This is an optimization exercise on Yosys and OpenROAD, whose aim is small area, a short achievable clock period and few clock cycles, not a production implementation. Function was checked by simulation only, so behaviour that the tests miss may differ from the original. Power and IR drop assume default switching activity.

[flow/run.sh]
#!/bin/bash
# Standard ORFS layout, but with small buffers on the ports instead of the
# delay cells buffer_ports picks by default.  Each tool's output is logged
# by ORFS under orfs/logs; make's own output goes to flow_make.log.
set -euo pipefail
export BUFFER_PORTS_ARGS="-buffer_cell sky130_fd_sc_hd__buf_1"
bash standard.sh > flow_make.log 2>&1
[standard.sh]
#!/bin/bash
# synth_recipe.tcl (not shown) runs the flow's synth.tcl, then flattens the netlist and writes it again
# the make line also repeats each setting of config.mk as NAME=value (left out here)
make -C /OpenROAD-flow-scripts/flow DESIGN_CONFIG=/design/flow/config.mk WORK_HOME=/design/flow/orfs CLKGATE_MAP_FILE= SYNTH_SCRIPT=/design/flow/synth_recipe.tcl "${@:-finish}"
[config.mk]
export PLATFORM = sky130hd
export DESIGN_NAME = signed_right_shift_mplier
export DESIGN_NICKNAME = signed_right_shift_mplier
export VERILOG_FILES = /design/flow/design.v
export SDC_FILE = /design/flow/constraint.sdc
export NUM_CORES = 4
export LEC_CHECK = 0
export CAP_MARGIN = 20
export CORE_MARGIN = 2
export CORE_UTILIZATION = 40
export SETUP_SLACK_MARGIN = 2.6
export SLEW_MARGIN = 20
export SYNTH_HIERARCHICAL = 1
[constraint.sdc]
create_clock -name core_clock -period 5.0 [get_ports {clk}]
set_input_delay 1.0000 -clock core_clock [delete_from_list [all_inputs] [get_ports {clk}]]
set_output_delay 1.0000 -clock core_clock [all_outputs]
set_load 0.01 [all_outputs]
[design.v]
module signed_right_shift_mplier #(
    parameter N = 32
)(
    input                 clk,
    input                 rst_n,       
    input    [N-1:0]      mcand,
    input    [N-1:0]      mplier,
    output   [2*N-1:0]    product,
    output                done
);
    reg  [31:0] mc;           
    reg  [31:0] pl;           
    reg  [3:0]  e_one, e_two, e_neg;   
    reg  [32:0] S, C;         
    reg  [7:0]  sl, cl;       
    reg         cin;          
    reg  [31:0] ph;           
    reg  [3:0]  e_onen, e_twon, e_negn;   
    reg         first;        
    reg         firstn;       
    reg  [2:0]  cnt;
    reg         done_r;
    function [11:0] benc(input [8:0] b);
        integer k;
        reg x2, x1, x0;
        begin
            for (k = 0; k < 4; k = k + 1) begin
                x2 = b[2*k+2]; x1 = b[2*k+1]; x0 = b[2*k];
                benc[k]     = x1 ^ x0;                               
                benc[4+k]   = (x2 & ~x1 & ~x0) | (~x2 & x1 & x0);    
                benc[8+k]   = x2;                                    
            end
        end
    endfunction
    wire [11:0] enc_start = benc({mplier[7:0], 1'b0});
    wire [11:0] enc_next  = benc(pl[15:7]);
    wire [32:0] mx  = {mc[31], mc};
    wire [32:0] mx2 = {mc, 1'b0};
    wire [3:0]  one_h = ~e_onen, two_h = ~e_twon, neg_h = ~e_negn;
    wire [32:0] pp0, pp1, pp2, pp3;
    wire [32:0] sel0 = {({16{one_h[0]}} & mx[32:17]) | ({16{two_h[0]}} & mx2[32:17]),
                        ({17{e_one[0]}} & mx[16:0]) | ({17{e_two[0]}} & mx2[16:0])};
    wire [32:0] sel1 = {({16{one_h[1]}} & mx[32:17]) | ({16{two_h[1]}} & mx2[32:17]),
                        ({17{e_one[1]}} & mx[16:0]) | ({17{e_two[1]}} & mx2[16:0])};
    wire [32:0] sel2 = {({16{one_h[2]}} & mx[32:17]) | ({16{two_h[2]}} & mx2[32:17]),
                        ({17{e_one[2]}} & mx[16:0]) | ({17{e_two[2]}} & mx2[16:0])};
    wire [32:0] sel3 = {({16{one_h[3]}} & mx[32:17]) | ({16{two_h[3]}} & mx2[32:17]),
                        ({17{e_one[3]}} & mx[16:0]) | ({17{e_two[3]}} & mx2[16:0])};
    assign pp0 = (sel0 ^ {{16{neg_h[0]}}, {17{e_neg[0]}}}) ^ {1'b1, 32'b0};
    assign pp1 = (sel1 ^ {{16{neg_h[1]}}, {17{e_neg[1]}}}) ^ {1'b1, 32'b0};
    assign pp2 = (sel2 ^ {{16{neg_h[2]}}, {17{e_neg[2]}}}) ^ {1'b1, 32'b0};
    assign pp3 = (sel3 ^ {{16{neg_h[3]}}, {17{e_neg[3]}}}) ^ {1'b1, 32'b0};
    wire [32:0] negs;
    genvar g;
    generate
        for (g = 0; g < 33; g = g + 1) begin : g_negs
            if (g % 2 == 0 && g < 31) begin : g_e
                assign negs[g] = pl[g+1];
            end else begin : g_o
                assign negs[g] = 1'b0;
            end
        end
    endgenerate
    wire        first_h = ~firstn;
    wire [32:0] hs = {first_h ? negs[32:17] : S[32:17], first ? negs[16:0] : S[16:0]};
    wire [32:0] hc = {first_h ? {1'b1, 15'b0} : C[32:17], first ? 17'b0 : C[16:0]};
    wire hs0_ = hs[4] ^ hc[4];
    wire hc0_ = hs[4] & hc[4];
    wire fs0, fc0;
    csa_fa u_fa0 (.a(hs[5]), .b(hc[5]), .c(pp0[5]), .s(fs0), .co(fc0));
    wire fs1, fc1;
    csa_fa u_fa1 (.a(hs[6]), .b(hc[6]), .c(pp0[6]), .s(fs1), .co(fc1));
    wire hs1_ = pp1[4] ^ pp2[2];
    wire hc1_ = pp1[4] & pp2[2];
    wire fs2, fc2;
    csa_fa u_fa2 (.a(hs[7]), .b(hc[7]), .c(pp0[7]), .s(fs2), .co(fc2));
    wire fs3, fc3;
    csa_fa u_fa3 (.a(pp1[5]), .b(pp2[3]), .c(pp3[1]), .s(fs3), .co(fc3));
    wire fs4, fc4;
    csa_fa u_fa4 (.a(hs[8]), .b(hc[8]), .c(pp0[8]), .s(fs4), .co(fc4));
    wire fs5, fc5;
    csa_fa u_fa5 (.a(pp1[6]), .b(pp2[4]), .c(pp3[2]), .s(fs5), .co(fc5));
    wire fs6, fc6;
    csa_fa u_fa6 (.a(hs[9]), .b(hc[9]), .c(pp0[9]), .s(fs6), .co(fc6));
    wire fs7, fc7;
    csa_fa u_fa7 (.a(pp1[7]), .b(pp2[5]), .c(pp3[3]), .s(fs7), .co(fc7));
    wire fs8, fc8;
    csa_fa u_fa8 (.a(hs[10]), .b(hc[10]), .c(pp0[10]), .s(fs8), .co(fc8));
    wire fs9, fc9;
    csa_fa u_fa9 (.a(pp1[8]), .b(pp2[6]), .c(pp3[4]), .s(fs9), .co(fc9));
    wire fs10, fc10;
    csa_fa u_fa10 (.a(hs[11]), .b(hc[11]), .c(pp0[11]), .s(fs10), .co(fc10));
    wire fs11, fc11;
    csa_fa u_fa11 (.a(pp1[9]), .b(pp2[7]), .c(pp3[5]), .s(fs11), .co(fc11));
    wire fs12, fc12;
    csa_fa u_fa12 (.a(hs[12]), .b(hc[12]), .c(pp0[12]), .s(fs12), .co(fc12));
    wire fs13, fc13;
    csa_fa u_fa13 (.a(pp1[10]), .b(pp2[8]), .c(pp3[6]), .s(fs13), .co(fc13));
    wire fs14, fc14;
    csa_fa u_fa14 (.a(hs[13]), .b(hc[13]), .c(pp0[13]), .s(fs14), .co(fc14));
    wire fs15, fc15;
    csa_fa u_fa15 (.a(pp1[11]), .b(pp2[9]), .c(pp3[7]), .s(fs15), .co(fc15));
    wire fs16, fc16;
    csa_fa u_fa16 (.a(hs[14]), .b(hc[14]), .c(pp0[14]), .s(fs16), .co(fc16));
    wire fs17, fc17;
    csa_fa u_fa17 (.a(pp1[12]), .b(pp2[10]), .c(pp3[8]), .s(fs17), .co(fc17));
    wire fs18, fc18;
    csa_fa u_fa18 (.a(hs[15]), .b(hc[15]), .c(pp0[15]), .s(fs18), .co(fc18));
    wire fs19, fc19;
    csa_fa u_fa19 (.a(pp1[13]), .b(pp2[11]), .c(pp3[9]), .s(fs19), .co(fc19));
    wire fs20, fc20;
    csa_fa u_fa20 (.a(hs[16]), .b(hc[16]), .c(pp0[16]), .s(fs20), .co(fc20));
    wire fs21, fc21;
    csa_fa u_fa21 (.a(pp1[14]), .b(pp2[12]), .c(pp3[10]), .s(fs21), .co(fc21));
    wire fs22, fc22;
    csa_fa u_fa22 (.a(hs[17]), .b(hc[17]), .c(pp0[17]), .s(fs22), .co(fc22));
    wire fs23, fc23;
    csa_fa u_fa23 (.a(pp1[15]), .b(pp2[13]), .c(pp3[11]), .s(fs23), .co(fc23));
    wire fs24, fc24;
    csa_fa u_fa24 (.a(hs[18]), .b(hc[18]), .c(pp0[18]), .s(fs24), .co(fc24));
    wire fs25, fc25;
    csa_fa u_fa25 (.a(pp1[16]), .b(pp2[14]), .c(pp3[12]), .s(fs25), .co(fc25));
    wire fs26, fc26;
    csa_fa u_fa26 (.a(hs[19]), .b(hc[19]), .c(pp0[19]), .s(fs26), .co(fc26));
    wire fs27, fc27;
    csa_fa u_fa27 (.a(pp1[17]), .b(pp2[15]), .c(pp3[13]), .s(fs27), .co(fc27));
    wire fs28, fc28;
    csa_fa u_fa28 (.a(hs[20]), .b(hc[20]), .c(pp0[20]), .s(fs28), .co(fc28));
    wire fs29, fc29;
    csa_fa u_fa29 (.a(pp1[18]), .b(pp2[16]), .c(pp3[14]), .s(fs29), .co(fc29));
    wire fs30, fc30;
    csa_fa u_fa30 (.a(hs[21]), .b(hc[21]), .c(pp0[21]), .s(fs30), .co(fc30));
    wire fs31, fc31;
    csa_fa u_fa31 (.a(pp1[19]), .b(pp2[17]), .c(pp3[15]), .s(fs31), .co(fc31));
    wire fs32, fc32;
    csa_fa u_fa32 (.a(hs[22]), .b(hc[22]), .c(pp0[22]), .s(fs32), .co(fc32));
    wire fs33, fc33;
    csa_fa u_fa33 (.a(pp1[20]), .b(pp2[18]), .c(pp3[16]), .s(fs33), .co(fc33));
    wire fs34, fc34;
    csa_fa u_fa34 (.a(hs[23]), .b(hc[23]), .c(pp0[23]), .s(fs34), .co(fc34));
    wire fs35, fc35;
    csa_fa u_fa35 (.a(pp1[21]), .b(pp2[19]), .c(pp3[17]), .s(fs35), .co(fc35));
    wire fs36, fc36;
    csa_fa u_fa36 (.a(hs[24]), .b(hc[24]), .c(pp0[24]), .s(fs36), .co(fc36));
    wire fs37, fc37;
    csa_fa u_fa37 (.a(pp1[22]), .b(pp2[20]), .c(pp3[18]), .s(fs37), .co(fc37));
    wire fs38, fc38;
    csa_fa u_fa38 (.a(hs[25]), .b(hc[25]), .c(pp0[25]), .s(fs38), .co(fc38));
    wire fs39, fc39;
    csa_fa u_fa39 (.a(pp1[23]), .b(pp2[21]), .c(pp3[19]), .s(fs39), .co(fc39));
    wire fs40, fc40;
    csa_fa u_fa40 (.a(hs[26]), .b(hc[26]), .c(pp0[26]), .s(fs40), .co(fc40));
    wire fs41, fc41;
    csa_fa u_fa41 (.a(pp1[24]), .b(pp2[22]), .c(pp3[20]), .s(fs41), .co(fc41));
    wire fs42, fc42;
    csa_fa u_fa42 (.a(hs[27]), .b(hc[27]), .c(pp0[27]), .s(fs42), .co(fc42));
    wire fs43, fc43;
    csa_fa u_fa43 (.a(pp1[25]), .b(pp2[23]), .c(pp3[21]), .s(fs43), .co(fc43));
    wire fs44, fc44;
    csa_fa u_fa44 (.a(hs[28]), .b(hc[28]), .c(pp0[28]), .s(fs44), .co(fc44));
    wire fs45, fc45;
    csa_fa u_fa45 (.a(pp1[26]), .b(pp2[24]), .c(pp3[22]), .s(fs45), .co(fc45));
    wire fs46, fc46;
    csa_fa u_fa46 (.a(hs[29]), .b(hc[29]), .c(pp0[29]), .s(fs46), .co(fc46));
    wire fs47, fc47;
    csa_fa u_fa47 (.a(pp1[27]), .b(pp2[25]), .c(pp3[23]), .s(fs47), .co(fc47));
    wire fs48, fc48;
    csa_fa u_fa48 (.a(hs[30]), .b(hc[30]), .c(pp0[30]), .s(fs48), .co(fc48));
    wire fs49, fc49;
    csa_fa u_fa49 (.a(pp1[28]), .b(pp2[26]), .c(pp3[24]), .s(fs49), .co(fc49));
    wire fs50, fc50;
    csa_fa u_fa50 (.a(hs[31]), .b(hc[31]), .c(pp0[31]), .s(fs50), .co(fc50));
    wire fs51, fc51;
    csa_fa u_fa51 (.a(pp1[29]), .b(pp2[27]), .c(pp3[25]), .s(fs51), .co(fc51));
    wire fs52, fc52;
    csa_fa u_fa52 (.a(hs[32]), .b(hc[32]), .c(pp0[32]), .s(fs52), .co(fc52));
    wire fs53, fc53;
    csa_fa u_fa53 (.a(pp1[30]), .b(pp2[28]), .c(pp3[26]), .s(fs53), .co(fc53));
    wire fs54 = ~(pp1[31] ^ pp2[29]);
    wire fc54 = pp1[31] | pp2[29];
    wire hs2_ = hs[2] ^ hc[2];
    wire hc2_ = hs[2] & hc[2];
    wire fs55, fc55;
    csa_fa u_fa55 (.a(hs[3]), .b(hc[3]), .c(pp0[3]), .s(fs55), .co(fc55));
    wire fs56, fc56;
    csa_fa u_fa56 (.a(hs0_), .b(pp0[4]), .c(pp1[2]), .s(fs56), .co(fc56));
    wire fs57, fc57;
    csa_fa u_fa57 (.a(hc0_), .b(pp1[3]), .c(pp2[1]), .s(fs57), .co(fc57));
    wire fs58, fc58;
    csa_fa u_fa58 (.a(pp3[0]), .b(hs1_), .c(fc0), .s(fs58), .co(fc58));
    wire fs59, fc59;
    csa_fa u_fa59 (.a(hc1_), .b(fc1), .c(fs2), .s(fs59), .co(fc59));
    wire fs60, fc60;
    csa_fa u_fa60 (.a(fc2), .b(fc3), .c(fs4), .s(fs60), .co(fc60));
    wire fs61, fc61;
    csa_fa u_fa61 (.a(fc4), .b(fc5), .c(fs6), .s(fs61), .co(fc61));
    wire fs62, fc62;
    csa_fa u_fa62 (.a(fc6), .b(fc7), .c(fs8), .s(fs62), .co(fc62));
    wire fs63, fc63;
    csa_fa u_fa63 (.a(fc8), .b(fc9), .c(fs10), .s(fs63), .co(fc63));
    wire fs64, fc64;
    csa_fa u_fa64 (.a(fc10), .b(fc11), .c(fs12), .s(fs64), .co(fc64));
    wire fs65, fc65;
    csa_fa u_fa65 (.a(fc12), .b(fc13), .c(fs14), .s(fs65), .co(fc65));
    wire fs66, fc66;
    csa_fa u_fa66 (.a(fc14), .b(fc15), .c(fs16), .s(fs66), .co(fc66));
    wire fs67, fc67;
    csa_fa u_fa67 (.a(fc16), .b(fc17), .c(fs18), .s(fs67), .co(fc67));
    wire fs68, fc68;
    csa_fa u_fa68 (.a(fc18), .b(fc19), .c(fs20), .s(fs68), .co(fc68));
    wire fs69, fc69;
    csa_fa u_fa69 (.a(fc20), .b(fc21), .c(fs22), .s(fs69), .co(fc69));
    wire fs70, fc70;
    csa_fa u_fa70 (.a(fc22), .b(fc23), .c(fs24), .s(fs70), .co(fc70));
    wire fs71, fc71;
    csa_fa u_fa71 (.a(fc24), .b(fc25), .c(fs26), .s(fs71), .co(fc71));
    wire fs72, fc72;
    csa_fa u_fa72 (.a(fc26), .b(fc27), .c(fs28), .s(fs72), .co(fc72));
    wire fs73, fc73;
    csa_fa u_fa73 (.a(fc28), .b(fc29), .c(fs30), .s(fs73), .co(fc73));
    wire fs74, fc74;
    csa_fa u_fa74 (.a(fc30), .b(fc31), .c(fs32), .s(fs74), .co(fc74));
    wire fs75, fc75;
    csa_fa u_fa75 (.a(fc32), .b(fc33), .c(fs34), .s(fs75), .co(fc75));
    wire fs76, fc76;
    csa_fa u_fa76 (.a(fc34), .b(fc35), .c(fs36), .s(fs76), .co(fc76));
    wire fs77, fc77;
    csa_fa u_fa77 (.a(fc36), .b(fc37), .c(fs38), .s(fs77), .co(fc77));
    wire fs78, fc78;
    csa_fa u_fa78 (.a(fc38), .b(fc39), .c(fs40), .s(fs78), .co(fc78));
    wire fs79, fc79;
    csa_fa u_fa79 (.a(fc40), .b(fc41), .c(fs42), .s(fs79), .co(fc79));
    wire fs80, fc80;
    csa_fa u_fa80 (.a(fc42), .b(fc43), .c(fs44), .s(fs80), .co(fc80));
    wire fs81, fc81;
    csa_fa u_fa81 (.a(fc44), .b(fc45), .c(fs46), .s(fs81), .co(fc81));
    wire fs82, fc82;
    csa_fa u_fa82 (.a(fc46), .b(fc47), .c(fs48), .s(fs82), .co(fc82));
    wire fs83, fc83;
    csa_fa u_fa83 (.a(fc48), .b(fc49), .c(fs50), .s(fs83), .co(fc83));
    wire fs84, fc84;
    csa_fa u_fa84 (.a(fc50), .b(fc51), .c(fs52), .s(fs84), .co(fc84));
    wire fs85, fc85;
    csa_fa u_fa85 (.a(pp3[27]), .b(fc52), .c(fc53), .s(fs85), .co(fc85));
    wire fs86, fc86;
    csa_fa u_fa86 (.a(pp1[32]), .b(pp2[30]), .c(pp3[28]), .s(fs86), .co(fc86));
    wire hs3_ = 1'b1 ^ pp2[31];
    wire hc3_ = 1'b1 & pp2[31];
    wire fs87, fc87;
    csa_fa u_fa87 (.a(hs[0]), .b(hc[0]), .c(pp0[0]), .s(fs87), .co(fc87));
    wire fs88, fc88;
    csa_fa u_fa88 (.a(hs[1]), .b(hc[1]), .c(pp0[1]), .s(fs88), .co(fc88));
    wire fs89, fc89;
    csa_fa u_fa89 (.a(hs2_), .b(pp0[2]), .c(pp1[0]), .s(fs89), .co(fc89));
    wire fs90, fc90;
    csa_fa u_fa90 (.a(hc2_), .b(pp1[1]), .c(fs55), .s(fs90), .co(fc90));
    wire fs91, fc91;
    csa_fa u_fa91 (.a(pp2[0]), .b(fc55), .c(fs56), .s(fs91), .co(fc91));
    wire fs92, fc92;
    csa_fa u_fa92 (.a(fc56), .b(fs0), .c(fs57), .s(fs92), .co(fc92));
    wire fs93, fc93;
    csa_fa u_fa93 (.a(fc57), .b(fs1), .c(fs58), .s(fs93), .co(fc93));
    wire fs94, fc94;
    csa_fa u_fa94 (.a(fs3), .b(fc58), .c(fs59), .s(fs94), .co(fc94));
    wire fs95, fc95;
    csa_fa u_fa95 (.a(fs5), .b(fc59), .c(fs60), .s(fs95), .co(fc95));
    wire fs96, fc96;
    csa_fa u_fa96 (.a(fs7), .b(fc60), .c(fs61), .s(fs96), .co(fc96));
    wire fs97, fc97;
    csa_fa u_fa97 (.a(fs9), .b(fc61), .c(fs62), .s(fs97), .co(fc97));
    wire fs98, fc98;
    csa_fa u_fa98 (.a(fs11), .b(fc62), .c(fs63), .s(fs98), .co(fc98));
    wire fs99, fc99;
    csa_fa u_fa99 (.a(fs13), .b(fc63), .c(fs64), .s(fs99), .co(fc99));
    wire fs100, fc100;
    csa_fa u_fa100 (.a(fs15), .b(fc64), .c(fs65), .s(fs100), .co(fc100));
    wire fs101, fc101;
    csa_fa u_fa101 (.a(fs17), .b(fc65), .c(fs66), .s(fs101), .co(fc101));
    wire fs102, fc102;
    csa_fa u_fa102 (.a(fs19), .b(fc66), .c(fs67), .s(fs102), .co(fc102));
    wire fs103, fc103;
    csa_fa u_fa103 (.a(fs21), .b(fc67), .c(fs68), .s(fs103), .co(fc103));
    wire fs104, fc104;
    csa_fa u_fa104 (.a(fs23), .b(fc68), .c(fs69), .s(fs104), .co(fc104));
    wire fs105, fc105;
    csa_fa u_fa105 (.a(fs25), .b(fc69), .c(fs70), .s(fs105), .co(fc105));
    wire fs106, fc106;
    csa_fa u_fa106 (.a(fs27), .b(fc70), .c(fs71), .s(fs106), .co(fc106));
    wire fs107, fc107;
    csa_fa u_fa107 (.a(fs29), .b(fc71), .c(fs72), .s(fs107), .co(fc107));
    wire fs108, fc108;
    csa_fa u_fa108 (.a(fs31), .b(fc72), .c(fs73), .s(fs108), .co(fc108));
    wire fs109, fc109;
    csa_fa u_fa109 (.a(fs33), .b(fc73), .c(fs74), .s(fs109), .co(fc109));
    wire fs110, fc110;
    csa_fa u_fa110 (.a(fs35), .b(fc74), .c(fs75), .s(fs110), .co(fc110));
    wire fs111, fc111;
    csa_fa u_fa111 (.a(fs37), .b(fc75), .c(fs76), .s(fs111), .co(fc111));
    wire fs112, fc112;
    csa_fa u_fa112 (.a(fs39), .b(fc76), .c(fs77), .s(fs112), .co(fc112));
    wire fs113, fc113;
    csa_fa u_fa113 (.a(fs41), .b(fc77), .c(fs78), .s(fs113), .co(fc113));
    wire fs114, fc114;
    csa_fa u_fa114 (.a(fs43), .b(fc78), .c(fs79), .s(fs114), .co(fc114));
    wire fs115, fc115;
    csa_fa u_fa115 (.a(fs45), .b(fc79), .c(fs80), .s(fs115), .co(fc115));
    wire fs116, fc116;
    csa_fa u_fa116 (.a(fs47), .b(fc80), .c(fs81), .s(fs116), .co(fc116));
    wire fs117, fc117;
    csa_fa u_fa117 (.a(fs49), .b(fc81), .c(fs82), .s(fs117), .co(fc117));
    wire fs118, fc118;
    csa_fa u_fa118 (.a(fs51), .b(fc82), .c(fs83), .s(fs118), .co(fc118));
    wire fs119, fc119;
    csa_fa u_fa119 (.a(fs53), .b(fc83), .c(fs84), .s(fs119), .co(fc119));
    wire fs120, fc120;
    csa_fa u_fa120 (.a(fs54), .b(fs85), .c(fc84), .s(fs120), .co(fc120));
    wire fs121, fc121;
    csa_fa u_fa121 (.a(fc54), .b(fs86), .c(fc85), .s(fs121), .co(fc121));
    wire fs122, fc122;
    csa_fa u_fa122 (.a(pp3[29]), .b(hs3_), .c(fc86), .s(fs122), .co(fc122));
    wire fs123, fc123;
    csa_fa u_fa123 (.a(pp2[32]), .b(pp3[30]), .c(hc3_), .s(fs123), .co(fc123));
    wire hs4_ = 1'b1 ^ pp3[31];
    wire hc4_ = 1'b1 & pp3[31];
    wire [40:0] cs_s = {1'b0, 1'b1, pp3[32], hs4_, fs123, fs122, fs121, fs120, fs119, fs118, fs117, fs116, fs115, fs114, fs113, fs112, fs111, fs110, fs109, fs108, fs107, fs106, fs105, fs104, fs103, fs102, fs101, fs100, fs99, fs98, fs97, fs96, fs95, fs94, fs93, fs92, fs91, fs90, fs89, fs88, fs87};
    wire [40:0] cs_c = {1'b0, 1'b0, hc4_, fc123, fc122, fc121, fc120, fc119, fc118, fc117, fc116, fc115, fc114, fc113, fc112, fc111, fc110, fc109, fc108, fc107, fc106, fc105, fc104, fc103, fc102, fc101, fc100, fc99, fc98, fc97, fc96, fc95, fc94, fc93, fc92, fc91, fc90, fc89, fc88, fc87, 1'b0};
    wire [39:0] fa_a = {S[31:0], sl};
    wire [39:0] fa_b = {C[31:0], cl[7:1], cin};
    wire [39:0] pg_g = fa_a & fa_b;
    wire [39:0] pg_p = fa_a ^ fa_b;
    wire sk_g0_1;
    pfx_gray u_sk0 (.gh(pg_g[1]), .ph(pg_p[1]), .gl(pg_g[0]), .g(sk_g0_1));
    wire sk_g0_3, sk_p0_3;
    pfx_black u_sk1 (.gh(pg_g[3]), .ph(pg_p[3]), .gl(pg_g[2]), .pl(pg_p[2]), .g(sk_g0_3), .p(sk_p0_3));
    wire sk_g0_5, sk_p0_5;
    pfx_black u_sk2 (.gh(pg_g[5]), .ph(pg_p[5]), .gl(pg_g[4]), .pl(pg_p[4]), .g(sk_g0_5), .p(sk_p0_5));
    wire sk_g0_7, sk_p0_7;
    pfx_black u_sk3 (.gh(pg_g[7]), .ph(pg_p[7]), .gl(pg_g[6]), .pl(pg_p[6]), .g(sk_g0_7), .p(sk_p0_7));
    wire sk_g0_9, sk_p0_9;
    pfx_black u_sk4 (.gh(pg_g[9]), .ph(pg_p[9]), .gl(pg_g[8]), .pl(pg_p[8]), .g(sk_g0_9), .p(sk_p0_9));
    wire sk_g0_11, sk_p0_11;
    pfx_black u_sk5 (.gh(pg_g[11]), .ph(pg_p[11]), .gl(pg_g[10]), .pl(pg_p[10]), .g(sk_g0_11), .p(sk_p0_11));
    wire sk_g0_13, sk_p0_13;
    pfx_black u_sk6 (.gh(pg_g[13]), .ph(pg_p[13]), .gl(pg_g[12]), .pl(pg_p[12]), .g(sk_g0_13), .p(sk_p0_13));
    wire sk_g0_15, sk_p0_15;
    pfx_black u_sk7 (.gh(pg_g[15]), .ph(pg_p[15]), .gl(pg_g[14]), .pl(pg_p[14]), .g(sk_g0_15), .p(sk_p0_15));
    wire sk_g0_17, sk_p0_17;
    pfx_black u_sk8 (.gh(pg_g[17]), .ph(pg_p[17]), .gl(pg_g[16]), .pl(pg_p[16]), .g(sk_g0_17), .p(sk_p0_17));
    wire sk_g0_19, sk_p0_19;
    pfx_black u_sk9 (.gh(pg_g[19]), .ph(pg_p[19]), .gl(pg_g[18]), .pl(pg_p[18]), .g(sk_g0_19), .p(sk_p0_19));
    wire sk_g0_21, sk_p0_21;
    pfx_black u_sk10 (.gh(pg_g[21]), .ph(pg_p[21]), .gl(pg_g[20]), .pl(pg_p[20]), .g(sk_g0_21), .p(sk_p0_21));
    wire sk_g0_23, sk_p0_23;
    pfx_black u_sk11 (.gh(pg_g[23]), .ph(pg_p[23]), .gl(pg_g[22]), .pl(pg_p[22]), .g(sk_g0_23), .p(sk_p0_23));
    wire sk_g0_25, sk_p0_25;
    pfx_black u_sk12 (.gh(pg_g[25]), .ph(pg_p[25]), .gl(pg_g[24]), .pl(pg_p[24]), .g(sk_g0_25), .p(sk_p0_25));
    wire sk_g0_27, sk_p0_27;
    pfx_black u_sk13 (.gh(pg_g[27]), .ph(pg_p[27]), .gl(pg_g[26]), .pl(pg_p[26]), .g(sk_g0_27), .p(sk_p0_27));
    wire sk_g0_29, sk_p0_29;
    pfx_black u_sk14 (.gh(pg_g[29]), .ph(pg_p[29]), .gl(pg_g[28]), .pl(pg_p[28]), .g(sk_g0_29), .p(sk_p0_29));
    wire sk_g0_31, sk_p0_31;
    pfx_black u_sk15 (.gh(pg_g[31]), .ph(pg_p[31]), .gl(pg_g[30]), .pl(pg_p[30]), .g(sk_g0_31), .p(sk_p0_31));
    wire sk_g0_33, sk_p0_33;
    pfx_black u_sk16 (.gh(pg_g[33]), .ph(pg_p[33]), .gl(pg_g[32]), .pl(pg_p[32]), .g(sk_g0_33), .p(sk_p0_33));
    wire sk_g0_35, sk_p0_35;
    pfx_black u_sk17 (.gh(pg_g[35]), .ph(pg_p[35]), .gl(pg_g[34]), .pl(pg_p[34]), .g(sk_g0_35), .p(sk_p0_35));
    wire sk_g0_37, sk_p0_37;
    pfx_black u_sk18 (.gh(pg_g[37]), .ph(pg_p[37]), .gl(pg_g[36]), .pl(pg_p[36]), .g(sk_g0_37), .p(sk_p0_37));
    wire sk_g0_39, sk_p0_39;
    pfx_black u_sk19 (.gh(pg_g[39]), .ph(pg_p[39]), .gl(pg_g[38]), .pl(pg_p[38]), .g(sk_g0_39), .p(sk_p0_39));
    wire sk_g1_2;
    pfx_gray u_sk20 (.gh(pg_g[2]), .ph(pg_p[2]), .gl(sk_g0_1), .g(sk_g1_2));
    wire sk_g1_3;
    pfx_gray u_sk21 (.gh(sk_g0_3), .ph(sk_p0_3), .gl(sk_g0_1), .g(sk_g1_3));
    wire sk_g1_6, sk_p1_6;
    pfx_black u_sk22 (.gh(pg_g[6]), .ph(pg_p[6]), .gl(sk_g0_5), .pl(sk_p0_5), .g(sk_g1_6), .p(sk_p1_6));
    wire sk_g1_7, sk_p1_7;
    pfx_black u_sk23 (.gh(sk_g0_7), .ph(sk_p0_7), .gl(sk_g0_5), .pl(sk_p0_5), .g(sk_g1_7), .p(sk_p1_7));
    wire sk_g1_10, sk_p1_10;
    pfx_black u_sk24 (.gh(pg_g[10]), .ph(pg_p[10]), .gl(sk_g0_9), .pl(sk_p0_9), .g(sk_g1_10), .p(sk_p1_10));
    wire sk_g1_11, sk_p1_11;
    pfx_black u_sk25 (.gh(sk_g0_11), .ph(sk_p0_11), .gl(sk_g0_9), .pl(sk_p0_9), .g(sk_g1_11), .p(sk_p1_11));
    wire sk_g1_14, sk_p1_14;
    pfx_black u_sk26 (.gh(pg_g[14]), .ph(pg_p[14]), .gl(sk_g0_13), .pl(sk_p0_13), .g(sk_g1_14), .p(sk_p1_14));
    wire sk_g1_15, sk_p1_15;
    pfx_black u_sk27 (.gh(sk_g0_15), .ph(sk_p0_15), .gl(sk_g0_13), .pl(sk_p0_13), .g(sk_g1_15), .p(sk_p1_15));
    wire sk_g1_18, sk_p1_18;
    pfx_black u_sk28 (.gh(pg_g[18]), .ph(pg_p[18]), .gl(sk_g0_17), .pl(sk_p0_17), .g(sk_g1_18), .p(sk_p1_18));
    wire sk_g1_19, sk_p1_19;
    pfx_black u_sk29 (.gh(sk_g0_19), .ph(sk_p0_19), .gl(sk_g0_17), .pl(sk_p0_17), .g(sk_g1_19), .p(sk_p1_19));
    wire sk_g1_22, sk_p1_22;
    pfx_black u_sk30 (.gh(pg_g[22]), .ph(pg_p[22]), .gl(sk_g0_21), .pl(sk_p0_21), .g(sk_g1_22), .p(sk_p1_22));
    wire sk_g1_23, sk_p1_23;
    pfx_black u_sk31 (.gh(sk_g0_23), .ph(sk_p0_23), .gl(sk_g0_21), .pl(sk_p0_21), .g(sk_g1_23), .p(sk_p1_23));
    wire sk_g1_26, sk_p1_26;
    pfx_black u_sk32 (.gh(pg_g[26]), .ph(pg_p[26]), .gl(sk_g0_25), .pl(sk_p0_25), .g(sk_g1_26), .p(sk_p1_26));
    wire sk_g1_27, sk_p1_27;
    pfx_black u_sk33 (.gh(sk_g0_27), .ph(sk_p0_27), .gl(sk_g0_25), .pl(sk_p0_25), .g(sk_g1_27), .p(sk_p1_27));
    wire sk_g1_30, sk_p1_30;
    pfx_black u_sk34 (.gh(pg_g[30]), .ph(pg_p[30]), .gl(sk_g0_29), .pl(sk_p0_29), .g(sk_g1_30), .p(sk_p1_30));
    wire sk_g1_31, sk_p1_31;
    pfx_black u_sk35 (.gh(sk_g0_31), .ph(sk_p0_31), .gl(sk_g0_29), .pl(sk_p0_29), .g(sk_g1_31), .p(sk_p1_31));
    wire sk_g1_34, sk_p1_34;
    pfx_black u_sk36 (.gh(pg_g[34]), .ph(pg_p[34]), .gl(sk_g0_33), .pl(sk_p0_33), .g(sk_g1_34), .p(sk_p1_34));
    wire sk_g1_35, sk_p1_35;
    pfx_black u_sk37 (.gh(sk_g0_35), .ph(sk_p0_35), .gl(sk_g0_33), .pl(sk_p0_33), .g(sk_g1_35), .p(sk_p1_35));
    wire sk_g1_38, sk_p1_38;
    pfx_black u_sk38 (.gh(pg_g[38]), .ph(pg_p[38]), .gl(sk_g0_37), .pl(sk_p0_37), .g(sk_g1_38), .p(sk_p1_38));
    wire sk_g1_39, sk_p1_39;
    pfx_black u_sk39 (.gh(sk_g0_39), .ph(sk_p0_39), .gl(sk_g0_37), .pl(sk_p0_37), .g(sk_g1_39), .p(sk_p1_39));
    wire sk_g2_4;
    pfx_gray u_sk40 (.gh(pg_g[4]), .ph(pg_p[4]), .gl(sk_g1_3), .g(sk_g2_4));
    wire sk_g2_5;
    pfx_gray u_sk41 (.gh(sk_g0_5), .ph(sk_p0_5), .gl(sk_g1_3), .g(sk_g2_5));
    wire sk_g2_6;
    pfx_gray u_sk42 (.gh(sk_g1_6), .ph(sk_p1_6), .gl(sk_g1_3), .g(sk_g2_6));
    wire sk_g2_7;
    pfx_gray u_sk43 (.gh(sk_g1_7), .ph(sk_p1_7), .gl(sk_g1_3), .g(sk_g2_7));
    wire sk_g2_12, sk_p2_12;
    pfx_black u_sk44 (.gh(pg_g[12]), .ph(pg_p[12]), .gl(sk_g1_11), .pl(sk_p1_11), .g(sk_g2_12), .p(sk_p2_12));
    wire sk_g2_13, sk_p2_13;
    pfx_black u_sk45 (.gh(sk_g0_13), .ph(sk_p0_13), .gl(sk_g1_11), .pl(sk_p1_11), .g(sk_g2_13), .p(sk_p2_13));
    wire sk_g2_14, sk_p2_14;
    pfx_black u_sk46 (.gh(sk_g1_14), .ph(sk_p1_14), .gl(sk_g1_11), .pl(sk_p1_11), .g(sk_g2_14), .p(sk_p2_14));
    wire sk_g2_15, sk_p2_15;
    pfx_black u_sk47 (.gh(sk_g1_15), .ph(sk_p1_15), .gl(sk_g1_11), .pl(sk_p1_11), .g(sk_g2_15), .p(sk_p2_15));
    wire sk_g2_20, sk_p2_20;
    pfx_black u_sk48 (.gh(pg_g[20]), .ph(pg_p[20]), .gl(sk_g1_19), .pl(sk_p1_19), .g(sk_g2_20), .p(sk_p2_20));
    wire sk_g2_21, sk_p2_21;
    pfx_black u_sk49 (.gh(sk_g0_21), .ph(sk_p0_21), .gl(sk_g1_19), .pl(sk_p1_19), .g(sk_g2_21), .p(sk_p2_21));
    wire sk_g2_22, sk_p2_22;
    pfx_black u_sk50 (.gh(sk_g1_22), .ph(sk_p1_22), .gl(sk_g1_19), .pl(sk_p1_19), .g(sk_g2_22), .p(sk_p2_22));
    wire sk_g2_23, sk_p2_23;
    pfx_black u_sk51 (.gh(sk_g1_23), .ph(sk_p1_23), .gl(sk_g1_19), .pl(sk_p1_19), .g(sk_g2_23), .p(sk_p2_23));
    wire sk_g2_28, sk_p2_28;
    pfx_black u_sk52 (.gh(pg_g[28]), .ph(pg_p[28]), .gl(sk_g1_27), .pl(sk_p1_27), .g(sk_g2_28), .p(sk_p2_28));
    wire sk_g2_29, sk_p2_29;
    pfx_black u_sk53 (.gh(sk_g0_29), .ph(sk_p0_29), .gl(sk_g1_27), .pl(sk_p1_27), .g(sk_g2_29), .p(sk_p2_29));
    wire sk_g2_30, sk_p2_30;
    pfx_black u_sk54 (.gh(sk_g1_30), .ph(sk_p1_30), .gl(sk_g1_27), .pl(sk_p1_27), .g(sk_g2_30), .p(sk_p2_30));
    wire sk_g2_31, sk_p2_31;
    pfx_black u_sk55 (.gh(sk_g1_31), .ph(sk_p1_31), .gl(sk_g1_27), .pl(sk_p1_27), .g(sk_g2_31), .p(sk_p2_31));
    wire sk_g2_36, sk_p2_36;
    pfx_black u_sk56 (.gh(pg_g[36]), .ph(pg_p[36]), .gl(sk_g1_35), .pl(sk_p1_35), .g(sk_g2_36), .p(sk_p2_36));
    wire sk_g2_37, sk_p2_37;
    pfx_black u_sk57 (.gh(sk_g0_37), .ph(sk_p0_37), .gl(sk_g1_35), .pl(sk_p1_35), .g(sk_g2_37), .p(sk_p2_37));
    wire sk_g2_38, sk_p2_38;
    pfx_black u_sk58 (.gh(sk_g1_38), .ph(sk_p1_38), .gl(sk_g1_35), .pl(sk_p1_35), .g(sk_g2_38), .p(sk_p2_38));
    wire sk_g2_39, sk_p2_39;
    pfx_black u_sk59 (.gh(sk_g1_39), .ph(sk_p1_39), .gl(sk_g1_35), .pl(sk_p1_35), .g(sk_g2_39), .p(sk_p2_39));
    wire sk_g3_8;
    pfx_gray u_sk60 (.gh(pg_g[8]), .ph(pg_p[8]), .gl(sk_g2_7), .g(sk_g3_8));
    wire sk_g3_9;
    pfx_gray u_sk61 (.gh(sk_g0_9), .ph(sk_p0_9), .gl(sk_g2_7), .g(sk_g3_9));
    wire sk_g3_10;
    pfx_gray u_sk62 (.gh(sk_g1_10), .ph(sk_p1_10), .gl(sk_g2_7), .g(sk_g3_10));
    wire sk_g3_11;
    pfx_gray u_sk63 (.gh(sk_g1_11), .ph(sk_p1_11), .gl(sk_g2_7), .g(sk_g3_11));
    wire sk_g3_12;
    pfx_gray u_sk64 (.gh(sk_g2_12), .ph(sk_p2_12), .gl(sk_g2_7), .g(sk_g3_12));
    wire sk_g3_13;
    pfx_gray u_sk65 (.gh(sk_g2_13), .ph(sk_p2_13), .gl(sk_g2_7), .g(sk_g3_13));
    wire sk_g3_14;
    pfx_gray u_sk66 (.gh(sk_g2_14), .ph(sk_p2_14), .gl(sk_g2_7), .g(sk_g3_14));
    wire sk_g3_15;
    pfx_gray u_sk67 (.gh(sk_g2_15), .ph(sk_p2_15), .gl(sk_g2_7), .g(sk_g3_15));
    wire sk_g3_24, sk_p3_24;
    pfx_black u_sk68 (.gh(pg_g[24]), .ph(pg_p[24]), .gl(sk_g2_23), .pl(sk_p2_23), .g(sk_g3_24), .p(sk_p3_24));
    wire sk_g3_25, sk_p3_25;
    pfx_black u_sk69 (.gh(sk_g0_25), .ph(sk_p0_25), .gl(sk_g2_23), .pl(sk_p2_23), .g(sk_g3_25), .p(sk_p3_25));
    wire sk_g3_26, sk_p3_26;
    pfx_black u_sk70 (.gh(sk_g1_26), .ph(sk_p1_26), .gl(sk_g2_23), .pl(sk_p2_23), .g(sk_g3_26), .p(sk_p3_26));
    wire sk_g3_27, sk_p3_27;
    pfx_black u_sk71 (.gh(sk_g1_27), .ph(sk_p1_27), .gl(sk_g2_23), .pl(sk_p2_23), .g(sk_g3_27), .p(sk_p3_27));
    wire sk_g3_28, sk_p3_28;
    pfx_black u_sk72 (.gh(sk_g2_28), .ph(sk_p2_28), .gl(sk_g2_23), .pl(sk_p2_23), .g(sk_g3_28), .p(sk_p3_28));
    wire sk_g3_29, sk_p3_29;
    pfx_black u_sk73 (.gh(sk_g2_29), .ph(sk_p2_29), .gl(sk_g2_23), .pl(sk_p2_23), .g(sk_g3_29), .p(sk_p3_29));
    wire sk_g3_30, sk_p3_30;
    pfx_black u_sk74 (.gh(sk_g2_30), .ph(sk_p2_30), .gl(sk_g2_23), .pl(sk_p2_23), .g(sk_g3_30), .p(sk_p3_30));
    wire sk_g3_31, sk_p3_31;
    pfx_black u_sk75 (.gh(sk_g2_31), .ph(sk_p2_31), .gl(sk_g2_23), .pl(sk_p2_23), .g(sk_g3_31), .p(sk_p3_31));
    wire sk_g4_16;
    pfx_gray u_sk76 (.gh(pg_g[16]), .ph(pg_p[16]), .gl(sk_g3_15), .g(sk_g4_16));
    wire sk_g4_17;
    pfx_gray u_sk77 (.gh(sk_g0_17), .ph(sk_p0_17), .gl(sk_g3_15), .g(sk_g4_17));
    wire sk_g4_18;
    pfx_gray u_sk78 (.gh(sk_g1_18), .ph(sk_p1_18), .gl(sk_g3_15), .g(sk_g4_18));
    wire sk_g4_19;
    pfx_gray u_sk79 (.gh(sk_g1_19), .ph(sk_p1_19), .gl(sk_g3_15), .g(sk_g4_19));
    wire sk_g4_20;
    pfx_gray u_sk80 (.gh(sk_g2_20), .ph(sk_p2_20), .gl(sk_g3_15), .g(sk_g4_20));
    wire sk_g4_21;
    pfx_gray u_sk81 (.gh(sk_g2_21), .ph(sk_p2_21), .gl(sk_g3_15), .g(sk_g4_21));
    wire sk_g4_22;
    pfx_gray u_sk82 (.gh(sk_g2_22), .ph(sk_p2_22), .gl(sk_g3_15), .g(sk_g4_22));
    wire sk_g4_23;
    pfx_gray u_sk83 (.gh(sk_g2_23), .ph(sk_p2_23), .gl(sk_g3_15), .g(sk_g4_23));
    wire sk_g4_24;
    pfx_gray u_sk84 (.gh(sk_g3_24), .ph(sk_p3_24), .gl(sk_g3_15), .g(sk_g4_24));
    wire sk_g4_25;
    pfx_gray u_sk85 (.gh(sk_g3_25), .ph(sk_p3_25), .gl(sk_g3_15), .g(sk_g4_25));
    wire sk_g4_26;
    pfx_gray u_sk86 (.gh(sk_g3_26), .ph(sk_p3_26), .gl(sk_g3_15), .g(sk_g4_26));
    wire sk_g4_27;
    pfx_gray u_sk87 (.gh(sk_g3_27), .ph(sk_p3_27), .gl(sk_g3_15), .g(sk_g4_27));
    wire sk_g4_28;
    pfx_gray u_sk88 (.gh(sk_g3_28), .ph(sk_p3_28), .gl(sk_g3_15), .g(sk_g4_28));
    wire sk_g4_29;
    pfx_gray u_sk89 (.gh(sk_g3_29), .ph(sk_p3_29), .gl(sk_g3_15), .g(sk_g4_29));
    wire sk_g4_30;
    pfx_gray u_sk90 (.gh(sk_g3_30), .ph(sk_p3_30), .gl(sk_g3_15), .g(sk_g4_30));
    wire sk_g4_31;
    pfx_gray u_sk91 (.gh(sk_g3_31), .ph(sk_p3_31), .gl(sk_g3_15), .g(sk_g4_31));
    wire sk_g5_32;
    pfx_gray u_sk92 (.gh(pg_g[32]), .ph(pg_p[32]), .gl(sk_g4_31), .g(sk_g5_32));
    wire sk_g5_33;
    pfx_gray u_sk93 (.gh(sk_g0_33), .ph(sk_p0_33), .gl(sk_g4_31), .g(sk_g5_33));
    wire sk_g5_34;
    pfx_gray u_sk94 (.gh(sk_g1_34), .ph(sk_p1_34), .gl(sk_g4_31), .g(sk_g5_34));
    wire sk_g5_35;
    pfx_gray u_sk95 (.gh(sk_g1_35), .ph(sk_p1_35), .gl(sk_g4_31), .g(sk_g5_35));
    wire sk_g5_36;
    pfx_gray u_sk96 (.gh(sk_g2_36), .ph(sk_p2_36), .gl(sk_g4_31), .g(sk_g5_36));
    wire sk_g5_37;
    pfx_gray u_sk97 (.gh(sk_g2_37), .ph(sk_p2_37), .gl(sk_g4_31), .g(sk_g5_37));
    wire sk_g5_38;
    pfx_gray u_sk98 (.gh(sk_g2_38), .ph(sk_p2_38), .gl(sk_g4_31), .g(sk_g5_38));
    wire sk_g5_39;
    pfx_gray u_sk99 (.gh(sk_g2_39), .ph(sk_p2_39), .gl(sk_g4_31), .g(sk_g5_39));
    wire [39:0] fsum;
    assign fsum[0] = pg_p[0];
    assign fsum[1] = pg_p[1] ^ pg_g[0];
    assign fsum[2] = pg_p[2] ^ sk_g0_1;
    assign fsum[3] = pg_p[3] ^ sk_g1_2;
    assign fsum[4] = pg_p[4] ^ sk_g1_3;
    assign fsum[5] = pg_p[5] ^ sk_g2_4;
    assign fsum[6] = pg_p[6] ^ sk_g2_5;
    assign fsum[7] = pg_p[7] ^ sk_g2_6;
    assign fsum[8] = pg_p[8] ^ sk_g2_7;
    assign fsum[9] = pg_p[9] ^ sk_g3_8;
    assign fsum[10] = pg_p[10] ^ sk_g3_9;
    assign fsum[11] = pg_p[11] ^ sk_g3_10;
    assign fsum[12] = pg_p[12] ^ sk_g3_11;
    assign fsum[13] = pg_p[13] ^ sk_g3_12;
    assign fsum[14] = pg_p[14] ^ sk_g3_13;
    assign fsum[15] = pg_p[15] ^ sk_g3_14;
    assign fsum[16] = pg_p[16] ^ sk_g3_15;
    assign fsum[17] = pg_p[17] ^ sk_g4_16;
    assign fsum[18] = pg_p[18] ^ sk_g4_17;
    assign fsum[19] = pg_p[19] ^ sk_g4_18;
    assign fsum[20] = pg_p[20] ^ sk_g4_19;
    assign fsum[21] = pg_p[21] ^ sk_g4_20;
    assign fsum[22] = pg_p[22] ^ sk_g4_21;
    assign fsum[23] = pg_p[23] ^ sk_g4_22;
    assign fsum[24] = pg_p[24] ^ sk_g4_23;
    assign fsum[25] = pg_p[25] ^ sk_g4_24;
    assign fsum[26] = pg_p[26] ^ sk_g4_25;
    assign fsum[27] = pg_p[27] ^ sk_g4_26;
    assign fsum[28] = pg_p[28] ^ sk_g4_27;
    assign fsum[29] = pg_p[29] ^ sk_g4_28;
    assign fsum[30] = pg_p[30] ^ sk_g4_29;
    assign fsum[31] = pg_p[31] ^ sk_g4_30;
    assign fsum[32] = pg_p[32] ^ sk_g4_31;
    assign fsum[33] = pg_p[33] ^ sk_g5_32;
    assign fsum[34] = pg_p[34] ^ sk_g5_33;
    assign fsum[35] = pg_p[35] ^ sk_g5_34;
    assign fsum[36] = pg_p[36] ^ sk_g5_35;
    assign fsum[37] = pg_p[37] ^ sk_g5_36;
    assign fsum[38] = pg_p[38] ^ sk_g5_37;
    assign fsum[39] = pg_p[39] ^ sk_g5_38;
    wire cout = sk_g2_7;
    always @(posedge clk) begin
        first  <= ~rst_n;
        firstn <= rst_n;
        if (!rst_n) begin
            mc    <= mcand;
            pl    <= mplier;
            e_one <= enc_start[3:0];
            e_two <= enc_start[7:4];
            e_neg <= enc_start[11:8];
            e_onen <= ~enc_start[3:0];
            e_twon <= ~enc_start[7:4];
            e_negn <= ~enc_start[11:8];
            cnt   <= 3'd0;
            done_r <= 1'b0;
        end else begin
            pl    <= {fsum[7:0], pl[31:8]};
            e_one <= enc_next[3:0];
            e_two <= enc_next[7:4];
            e_neg <= enc_next[11:8];
            e_onen <= ~enc_next[3:0];
            e_twon <= ~enc_next[7:4];
            e_negn <= ~enc_next[11:8];
            cnt   <= cnt + 3'd1;
            done_r <= (cnt == 3'd4);
        end
        S   <= cs_s[40:8];
        C   <= cs_c[40:8];
        sl  <= cs_s[7:0];
        cl  <= cs_c[7:0];
        cin <= first ? 1'b0 : cout;
        ph  <= fsum[39:8];
    end
    assign product = {ph, pl};
    assign done    = done_r;
endmodule
module pfx_black (
    input  gh,
    input  ph,
    input  gl,
    input  pl,
    output g,
    output p
);
    assign g = gh | (ph & gl);
    assign p = ph & pl;
endmodule
module pfx_gray (
    input  gh,
    input  ph,
    input  gl,
    output g
);
    assign g = gh | (ph & gl);
endmodule
module csa_fa (
    input  a,
    input  b,
    input  c,
    output s,
    output co
);
    wire t;
    csa_xor u_x (.a(a), .b(b), .y(t));
    assign s  = t ^ c;
    assign co = (a & b) | (a & c) | (b & c);
endmodule
module csa_xor (
    input  a,
    input  b,
    output y
);
    assign y = a ^ b;
endmodule
==> impl_metrics.json, run 1 <==
{
  "wl_um": 33000,
  "synth_area_per_cell_um2": 10.2,
  "core-area_um2": 33500,
  "synthTopCellsByCount": "284 x xor2_1, 168 x dfxtp_1, 142 x xnor2_1, 123 x maj3_2, 97 x a21o_1",
  "synth_cell_types": 37,
  "antenna_cells": 0,
  "finalSetupTns_ns": 0,
  "hold_slack_ns": 0.440,
  "hp-class": "reg2reg",
  "dp_cells": 1847,
  "timing.rr.start": "sl[1]",
  "reg2regPathDepth": 9,
  "maxSlewHeadroom_pct": 54.9,
  "cts.sinks": 200,
  "min_period_ns": 2.33,
  "drt-pass1-iter-count": 5,
  "rows": 67,
  "gp_congestion": 0.841,
  "numCtsBuffers": 17,
  "path_clk_slew_ns": 0.08,
  "cts_tree": "built",
  "worst_slack_ns": 2.67,
  "die_width_um": 188,
  "synth_edf_count": 32,
  "start_kind": "flip-flop",
  "synth_area_leaders": "dfxtp_1 25%, xor2_1 18%, maj3_2 10%",
  "initial_core_util_pct": 40.6,
  "max_cap_violations": 0,
  "drc": 0,
  "critPathKind": "reg2out",
  "synth_seq_area_share_pct": 31.8,
  "grt_max_degree": 65,
  "drive_above_1_share_pct": 17.4,
  "tightest_slew_ns": 0.676,
  "antenna_found_initial": 0,
  "synthFlopType": "dfxtp_1",
  "r2r_end": "ph[29]",
  "slew_violations": 0,
  "viasPerCell": 5.08,
  "peakVddDrop_uv": 373,
  "rsz0062_at_grt": "no",
  "startpoint": "pl[7]",
  "clock_skew_ns": 0.0123,
  "ios": 131,
  "final_cells": 1894,
  "root_buffer": "clkbuf_16",
  "synth.ff_latch_count": 200,
  "vias": 9613,
  "cts-htree-levels": 4,
  "io_buffers": 130,
  "place_hpwl_um": 25100,
  "async_flop_share_pct": 0,
  "grt_pass1_wl_um": 51300,
  "arrival_ns": 1.33,
  "post-place-ws_ns": 2.21,
  "post-synth-top-count-cell": "xor2_1",
  "syn_inst": 1338,
  "die-area_um2": 35500,
  "finish.net_count": 1544,
  "endpoint_kind": "primary output",
  "ant_nets": 0,
  "status": "no timing/DRC/antenna violations",
  "syn_area_um2": 13600,
  "die_y_um": 188,
  "required_ns": 4.00,
  "p_leak_nw": 6.44,
  "p_per_area_nw_per_um2": 817,
  "clock_latency_ns": 0.45,
  "area_growth_pct": 11.2,
  "fin_crit_sh_pct": 46.7,
  "whs_path_depth": 1,
  "path_max_fanout": 22,
  "grt_pass1_vias": 9064,
  "hold_violations": 0,
  "synth.largest_area_cell": "dfxtp_1",
  "ys_warn_count": 7,
  "reg2reg_slack_ns": 2.68,
  "grt_use_total_pct": 18.6,
  "endpoint": "product[7]",
  "power_mw": 12.4,
  "drt_iter0_drc": 635,
  "max-clock-path-buffers": 2,
  "finalSetupViolCount": 0,
  "clock.fmax_mhz": 428,
  "yosysTopAreaCellShare_pct": 24.7,
  "grt-ovfl-total": 0,
  "avgRoutedWirePerCell_um": 17.4
}
==> modules after synthesis, one instance, submodules excluded <==
module	cells	times used	flip-flops and latches	cell area (µm²)
signed_right_shift_mplier	815	1	200	8990
csa_fa	2	123	0	20.0
pfx_black	2	58	0	13.8
csa_xor	1	123	0	8.76
pfx_gray	1	38	0	7.51
==> critical path: stages, from the launching register on <==
cell,delay [ns]
dfxtp_1,0.32
buf_4,0.37
buf_1,0.20
==> worst min-delay path by stage <==
stage / to / start
after floorplan: cnt[0] / cnt[0]
after global placement: cnt[0] / cnt[0]
after detailed placement: cnt[0] / cnt[0]
after CTS: cnt[0] / cnt[0]
after global routing: cnt[0] / cnt[0]
final: cnt[0] / cnt[0]
==> what timing repair did <==
item,4_1_cts,5_1_grt
setup buffers,3,11
pin swaps,3,8
gates resized for setup,19,23
cloned,0,1
setup endpoints to repair,72,60
hold buffers,0,0
==> per-layer routing <==
layer | global-route usage, % | wire length [µm] | vias up
met1 | 27.9 | 17000 | 4559
met5 | 0 | 0 | -
met2 | 27.1 | 14000 | 235
met4 | 5.35 | 466 | 0
met3 | 2.92 | 1480 | 22
li1 | - | - | 4797
==> flip-flops by register name (all words and copies together), names as in the netlist, 3 cells and up <==
register,flops
e_one,4
S,31
sl,8
e_twon,4
e_negn,4
cl,7
ph,32
mc,32
e_two,4
e_neg,3
cnt,3
e_onen,4
pl,29
C,31
==> logic make-up after synthesis <==
| logic type | Yosys count | synth area share [%] |
|---|---|---|
| xor gates and xnor gates | 426 | 27.4 |
| AOI/OAI and AO/OA | 250 | 13.0 |
| DFF | 200 | 31.8 |
| adders and majority gates | 168 | 14.3 |
| and+or+nand+nor | 149 | 6.44 |
| buffers and inverters | 105 | 3.90 |
| muxes | 39 | 3.21 |
| other | 1 | 0.0275 |
==> area by class of cell <==
| cell class | instances | area [µm²] |
|---|---|---|
| clock buffer | 18 | 439 |
| clock inverter | 14 | 146 |
| tap | 448 | 561 |
| sequential | 200 | 4360 |
| inverter | 27 | 101 |
| fill | 3277 | 18400 |
| multi-input combinational | 1036 | 8860 |
| timing repair buffer | 151 | 676 |
==> stage by stage <==
stage	utilization, %	cell area, µm²
2_1_floorplan	-	13600
3_3_place_gp	42.6	14300
3_5_place_dp	42.6	14300
4_1_cts	44.6	15000
5_1_grt	45.2	15100
6_report	45.2	15100
==> where the power goes <==
part	total (mW)	switching (mW)	internal (mW)
Clock	1.40	0.721	0.684
Combinational	7.93	4.07	3.87
Sequential	3.03	0.608	2.43
==> cell usage in the layout (no fill, tap or decap), types with 27 or more instances in the layout <==
cell type  synthesis  layout
buf_1              0     129
o22ai_1           61      61
edfxtp_1          32      32
and2_1            81      81
a22oi_1           64      64
xnor2_1          142     141
xor2_1           284     284
dfxtp_1          168     143
nor2b_1           28      28
ha_1              45      41
a21o_1            97      93
maj3_2           123     123
mux2_2            37      37
inv_1             27      27
Testbench counts, summed over its fixed seeds: cycles 48,000.
==> inputs of run 2 (changes only) <==
--- a/config.mk
+++ b/config.mk
@@ -8,6 +8,8 @@
 export CAP_MARGIN = 20
 export CORE_MARGIN = 2
 export CORE_UTILIZATION = 40
-export SETUP_SLACK_MARGIN = 2.6
+export CTS_BUF_LIST = sky130_fd_sc_hd__clkbuf_8
+export CTS_CLUSTER_SIZE = 30
+export SETUP_SLACK_MARGIN = 2.8
 export SLEW_MARGIN = 20
 export SYNTH_HIERARCHICAL = 1
==> run 2 against run 1 <==
Worst setup slack gained 0.16 ns. Maximum frequency grew 7.3%. Register-to-register slack gained 0.15 ns. Via count grew 3.0%. Die area is the same. Routed wire length grew 4.2%. Highest routed layer unchanged. Critical path depth grew 6. Critical endpoint is now ph[29]. Cell area grew 3.3%.
==> impl_metrics.json, run 2 <==
{
  "endpoint": "ph[29]",
  "final_cell_mix": "272 x xor2_1, 136 x xnor2_1, 127 x buf_1, 123 x dfxtp_1, 123 x maj3_2",
  "synth_area_per_cell_um2": 10.2,
  "finish.net_count": 1575,
  "synthTopCellsByCount": "284 x xor2_1, 168 x dfxtp_1, 142 x xnor2_1, 123 x maj3_2, 97 x a21o_1",
  "maxSlewHeadroom_pct": 46.5,
  "timing.rr.start": "cl[1]",
  "max_cap_violations": 0,
  "wl_um": 34300,
  "numCtsBuffers": 17,
  "die_y_um": 188,
  "grt-ovfl-total": 0,
  "layout_commonest_cell": "xor2_1",
  "antenna_cells": 0,
  "slew_violations": 0,
  "clock_skew_ns": 0.0144,
  "critPathBufInv": 0,
  "cts_tree": "built",
  "async_flop_share_pct": 0,
  "synth.ff_latch_count": 200,
  "viasPerCell": 5.14,
  "hold_violations": 0,
  "core-area_um2": 33500,
  "design_area_um2": 15600,
  "endpoint_kind": "flip-flop",
  "die_width_um": 188,
  "rows": 67,
  "vias": 9904,
  "post-synth-top-count-cell": "xor2_1",
  "clock_latency_ns": 0.51,
  "crit_path_top_delay_cell": "dfxtp_1",
  "whs_path_depth": 1,
  "synth_cell_types": 37,
  "area_growth_pct": 14.9,
  "finalSetupViolCount": 0,
  "path_max_fanout": 8,
  "reg_top3": "mc: 32 flops, ph: 32 flops",
  "status": "no timing/DRC/antenna violations",
  "fin_crit_sh_pct": 43.5,
  "met3_usage_pct": 3.78,
  "peakVddDrop_uv": 294,
  "multi_input_area_um2": 9130,
  "cts-htree-levels": 4,
  "grt_pass1_wl_um": 53000,
  "drt-pass1-iter-count": 5,
  "synth_seq_area_share_pct": 31.8,
  "ios": 131,
  "drt_iter0_drc": 492,
  "drc": 0,
  "crit_cells": 8,
  "cts.sinks": 200,
  "hp-class": "reg2reg",
  "ys_warn_count": 7,
  "reg2regPathDepth": 8,
  "path_clk_slew_ns": 0.11,
  "yosysTopAreaCellShare_pct": 24.7,
  "p_leak_nw": 6.59,
  "arrival_ns": 2.57,
  "synthFlopType": "dfxtp_1",
  "syn_inst": 1338,
  "p_per_area_nw_per_um2": 790,
  "synth.largest_area_cell": "dfxtp_1",
  "critical_path.cell_chain": "ha_1 -> a21o_1 -> a21o_4 -> a21o_4 -> a21o_4 -> a21o_4 -> a21o_1 -> xor2_1",
  "required_ns": 5.39,
  "synth_area_leaders": "dfxtp_1 25%, xor2_1 18%, maj3_2 10%",
  "ant_nets": 0,
  "r2r_end": "ph[29]",
  "critPathKind": "reg2reg",
  "grt_use_total_pct": 19.1,
  "holdBufCountCts": 0,
  "antenna_found_initial": 1,
  "max-clock-path-buffers": 2,
  "finalSetupTns_ns": 0,
  "rsz0062_at_grt": "yes",
  "dpl_cell_area_um2": 14300,
  "use_met2_pct": 28.9,
  "crit_family": "compound AO/OA/AOI/OAI gates",
  "reg2reg_slack_ns": 2.83,
  "place_hpwl_um": 25100,
  "max_stage_delay_ns": 0.32,
  "clock.fmax_mhz": 460,
  "use_met1_pct": 26.9,
  "startpoint": "cl[1]",
  "io_buffers": 130,
  "busiest_layer": "met2",
  "die-area_um2": 35500,
  "start_kind": "flip-flop",
  "initial_core_util_pct": 40.6,
  "min_period_ns": 2.17,
  "grt_max_degree": 65,
  "root_buffer": "clkbuf_8",
  "register_area_um2": 4440,
  "syn_area_um2": 13600,
  "tightest_slew_ns": 0.801,
  "fillers": 3237,
  "synth_edf_count": 32,
  "power_mw": 12.4,
  "drive_above_1_share_pct": 23.9,
  "cp_common_cell": "a21o_4",
  "grt_pass1_vias": 9567,
  "gp_congestion": 0.829,
  "avgRoutedWirePerCell_um": 17.8
}
[run 2: cell count changes in the layout (fill, tap and decap cells not counted), sizes merged]
cell and delta:
clkinvlp +1, clkinv +3, buf +30, inv -4
bufinv +1
[run 2: area by class of cell]
cell class	instances	area share [%]
clock inverter	15	1.33
timing repair buffer	182	6.17
tap	448	3.58
multi-input combinational	1036	58.4
inverter	27	0.672
clock buffer	17	1.50
sequential	200	28.4
[run 2: how the worst min path moves through the flow]
stage                       from  endpoint
after floorplan           cnt[0]    cnt[0]
final                     cnt[0]    cnt[0]
after global routing      cnt[0]    cnt[0]
after CTS                 cnt[0]    cnt[0]
after global placement    cnt[0]    cnt[0]
after detailed placement  cnt[0]    cnt[0]
[run 2: worst reg2reg max path, delay by kind of cell (launching register included)]
kind                     cells  cell delay [ns]
AO/OA/AOI/OAI                6             1.31
flip-flops                   1             0.32
adder cells (fa/ha/maj)      1             0.30
XOR/XNOR                     1             0.14
[run 2: what timing repair did]
action,CTS,global route
pin swaps,11,14
endpoints found under the setup margin,102,63
setup buffers,16,30
resized for setup,68,76
gates cloned,1,1
[run 2: logic make-up (layout without fill, tap and decap cells)]
family	count (synthesis)	after routing	synth area share [%]
xor+xnor	426	426	27.4
compound gates	250	250	13.0
simple gates	149	149	6.44
fa+ha+maj	168	168	14.3
other cells	1	4	0.0275
flops	200	200	31.8
mux	39	39	3.21
buf+inv	105	241	3.90
[run 2: per-stage QoR]
| step | hold WS, ns | cells | setup slack [ns] | utilization [%] |
|---|---|---|---|---|
| 2_1_floorplan | 0.402 | 1341 | 2.81 | - |
| 3_3_place_gp | 0.414 | 1845 | 2.43 | 42.6 |
| 3_5_place_dp | 0.431 | 1845 | 2.43 | 42.6 |
| 4_1_cts | 0.458 | 1894 | 2.63 | 44.8 |
| 5_1_grt | 0.471 | 1925 | 2.72 | 46.7 |
| 6_report | 0.446 | 1925 | 2.83 | 46.7 |
[run 2: layer usage]
metal,wire length [µm],up-vias
li1,-,4840
met1,16700,4774
met2,15000,250
met3,1760,40
met4,791,0
met5,0,-
[run 2: modules after synthesis (local to each module, per instance)]
module                     flip-flops and latches  cells
csa_xor                                         0      1
pfx_black                                       0      2
signed_right_shift_mplier                     200    815
pfx_gray                                        0      1
csa_fa                                          0      2
[run 2: where the power goes]
| part | switching, mW | total (mW) | internal (mW) |
|---|---|---|---|
| Combinational | 4.15 | 8.16 | 4.00 |
| Sequential | 0.638 | 3.09 | 2.45 |
| Clock | 0.682 | 1.12 | 0.437 |
| Total | 5.47 | 12.4 | 6.89 |
==> inputs of run 3 (changes only) <==
--- a/config.mk
+++ b/config.mk
@@ -7,9 +7,8 @@
 export LEC_CHECK = 0
 export CAP_MARGIN = 20
 export CORE_MARGIN = 2
-export CORE_UTILIZATION = 40
-export CTS_BUF_LIST = sky130_fd_sc_hd__clkbuf_8
-export CTS_CLUSTER_SIZE = 30
+export CORE_UTILIZATION = 70
+export PLACE_DENSITY = 0.8
 export SETUP_SLACK_MARGIN = 2.8
 export SLEW_MARGIN = 20
 export SYNTH_HIERARCHICAL = 1
==> run 3 against run 2 <==
Highest routed layer unchanged. Critical endpoint is now C[3]. Routed wire length is 2.8% lower. Critical path type unchanged. Register-to-register slack hardly changed. Area after synthesis stayed put. Clock power is 26% higher.
==> impl_metrics.json, run 3 <==
{
  "final_cell_mix": "281 x xor2_1, 137 x dfxtp_1, 136 x xnor2_1, 128 x buf_1, 123 x maj3_2",
  "power_mw": 12.6,
  "yosysTopAreaCellShare_pct": 24.7,
  "cts_tree": "built",
  "path_clk_slew_ns": 0.08,
  "ios": 131,
  "layout_commonest_cell": "xor2_1",
  "clock.fmax_mhz": 458,
  "vias": 10200,
  "synth_cell_types": 37,
  "register_area_um2": 4390,
  "grt_use_total_pct": 31.2,
  "syn_inst": 1338,
  "drc": 0,
  "synth_compound_area_share_pct": 13.0,
  "arrival_ns": 2.57,
  "area_growth_pct": 12.5,
  "rows": 51,
  "io_buffers": 130,
  "synth_area_per_cell_um2": 10.2,
  "die_y_um": 143,
  "cts.sinks": 200,
  "required_ns": 5.39,
  "synthXorXnorAreaFrac_pct": 27.4,
  "hp-class": "reg2reg",
  "root_buffer": "clkbuf_16",
  "clock_skew_ns": 0.0175,
  "post-synth-top-count-cell": "xor2_1",
  "tightest_slew_ns": 0.793,
  "drive_above_1_share_pct": 21.3,
  "antenna_cells": 0,
  "cts-htree-levels": 4,
  "status": "no timing/DRC/antenna violations",
  "synth.largest_area_cell": "dfxtp_1",
  "max_cap_violations": 0,
  "rsz0062_at_grt": "yes",
  "yosys.area_share.adder_pct": 14.3,
  "numCtsBuffers": 17,
  "fin_crit_sh_pct": 43.7,
  "hold_slack_ns": 0.443,
  "synth.ff_latch_count": 200,
  "synthTopCellsByCount": "284 x xor2_1, 168 x dfxtp_1, 142 x xnor2_1, 123 x maj3_2, 97 x a21o_1",
  "synth_edf_count": 32,
  "place_hpwl_um": 23200,
  "reg_top3": "mc: 32 flops, ph: 32 flops",
  "finalSetupTns_ns": 0,
  "finish.net_count": 1561,
  "critPathKind": "reg2reg",
  "endpoint_kind": "flip-flop",
  "core-area_um2": 19300,
  "synth_area_leaders": "dfxtp_1 25%, xor2_1 18%, maj3_2 10%",
  "wl_um": 33400,
  "syn_area_um2": 13600,
  "ys_warn_count": 7,
  "grt-ovfl-total": 0,
  "utilization_pct": 79.5,
  "min_period_ns": 2.18,
  "finalSetupViolCount": 0,
  "viasPerCell": 5.93,
  "initial_core_util_pct": 70.7,
  "synth_top_family_by_area": "XOR/XNOR gates",
  "maxSlewHeadroom_pct": 47.0,
  "drt_iter0_drc": 765,
  "async_flop_share_pct": 0,
  "slew_violations": 0,
  "die-area_um2": 20600,
  "path_max_fanout": 7,
  "post-place-ws_ns": 2.43,
  "grt_pass1_vias": 9494,
  "grt_max_degree": 65,
  "p_leak_nw": 6.57
}
[run 3: changes by cell type in the layout (fill, tap and decap cells not counted), moves of 3 or more]
cell | previous run | this run
inv_1 | 13 | 17
dfxtp_4 | 24 | 12
xor2_1 | 272 | 281
a22oi_2 | 9 | 6
clkbuf_16 | 1 | 18
inv_2 | 13 | 9
xor2_2 | 12 | 3
dfxtp_1 | 123 | 137
buf_4 | 47 | 34
a22oi_1 | 55 | 58
clkbuf_8 | 18 | 1
[run 3: repair_timing]
item,4_1_cts,5_1_grt
gates resized for setup,43,54
buffers inserted,16,18
gates cloned,0,1
hold endpoints to repair,0,0
setup endpoints to repair,90,55
pin swaps,11,10
[run 3: logic make-up (layout without fill, tap and decap cells)]
group                    Yosys count  after routing
adder cells (fa/ha/maj)          168            168
AND/OR/NAND/NOR                  149            149
buffers and inverters            105            227
other                              1              4
flip-flops                       200            200
XOR/XNOR                         426            426
AO/OA/AOI/OAI                    250            250
multiplexers                      39             39
[run 3: final timing paths]
kind	start	to	slack, ns	cells past startpoint
worst min register to register	cnt[0]	cnt[0]	0.44	1
worst max register to register	mc[3]	C[3]	2.82	6
worst max-delay path	mc[3]	C[3]	2.82	6
worst min-delay path	cnt[0]	cnt[0]	0.44	1
[run 3: power breakdown]
part           switching [mW]  leakage (nW)  total, mW  internal [mW]
clock network           0.692         0.298       1.41          0.719
registers               0.626          1.73       3.06           2.43
logic                    4.16          4.54       8.11           3.95
total                    5.48          6.57       12.6           7.10
[run 3: worst max-delay path, stage by stage, from the launching register on]
cell and delay, ns:
edfxtp_1 0.52, a22oi_1 0.30, xnor2_1 0.23, maj3_2 0.33, xor2_1 0.19, xor2_1 0.30, maj3_2 0.26
[run 3: stage by stage]
stage | instances | area, µm²
2_1_floorplan | 1341 | 13600
3_3_place_gp | 1661 | 14100
3_5_place_dp | 1661 | 14100
4_1_cts | 1709 | 14900
5_1_grt | 1728 | 15300
6_report | 1728 | 15300
[run 3: Yosys stat by module (local to each module, per instance)]
module | cells | area, µm²
csa_xor | 1 | 8.76
csa_fa | 2 | 20.0
pfx_black | 2 | 13.8
pfx_gray | 1 | 7.51
signed_right_shift_mplier | 815 | 8990
[run 3: final cells by class]
cell class | count | area share, %
clock buffer | 17 | 2.78
clock inverter | 15 | 1.18
inverter | 27 | 0.686
multi-input combinational | 1036 | 59.1
sequential | 200 | 28.7
tap | 265 | 2.16
timing repair buffer | 168 | 5.38
[run 3: layer usage]
metal / global-route usage [%] / part of all wire, % / vias up
li1: - / - / 4817
met2: 50.2 / 46 / 487
met5: 0 / 0 / -
met3: 6.36 / 8.1 / 56
met1: 43.1 / 44 / 4882
met4: 7.59 / 2.0 / 0

Check on run 3: ideal ports give 2.816 ns setup slack; a clkbuf_16 on the clock port and buf_2 on the inputs give 2.776 ns; moving port delays by the midpoint clock arrival (0.486 ns) as well gives 2.577 ns.
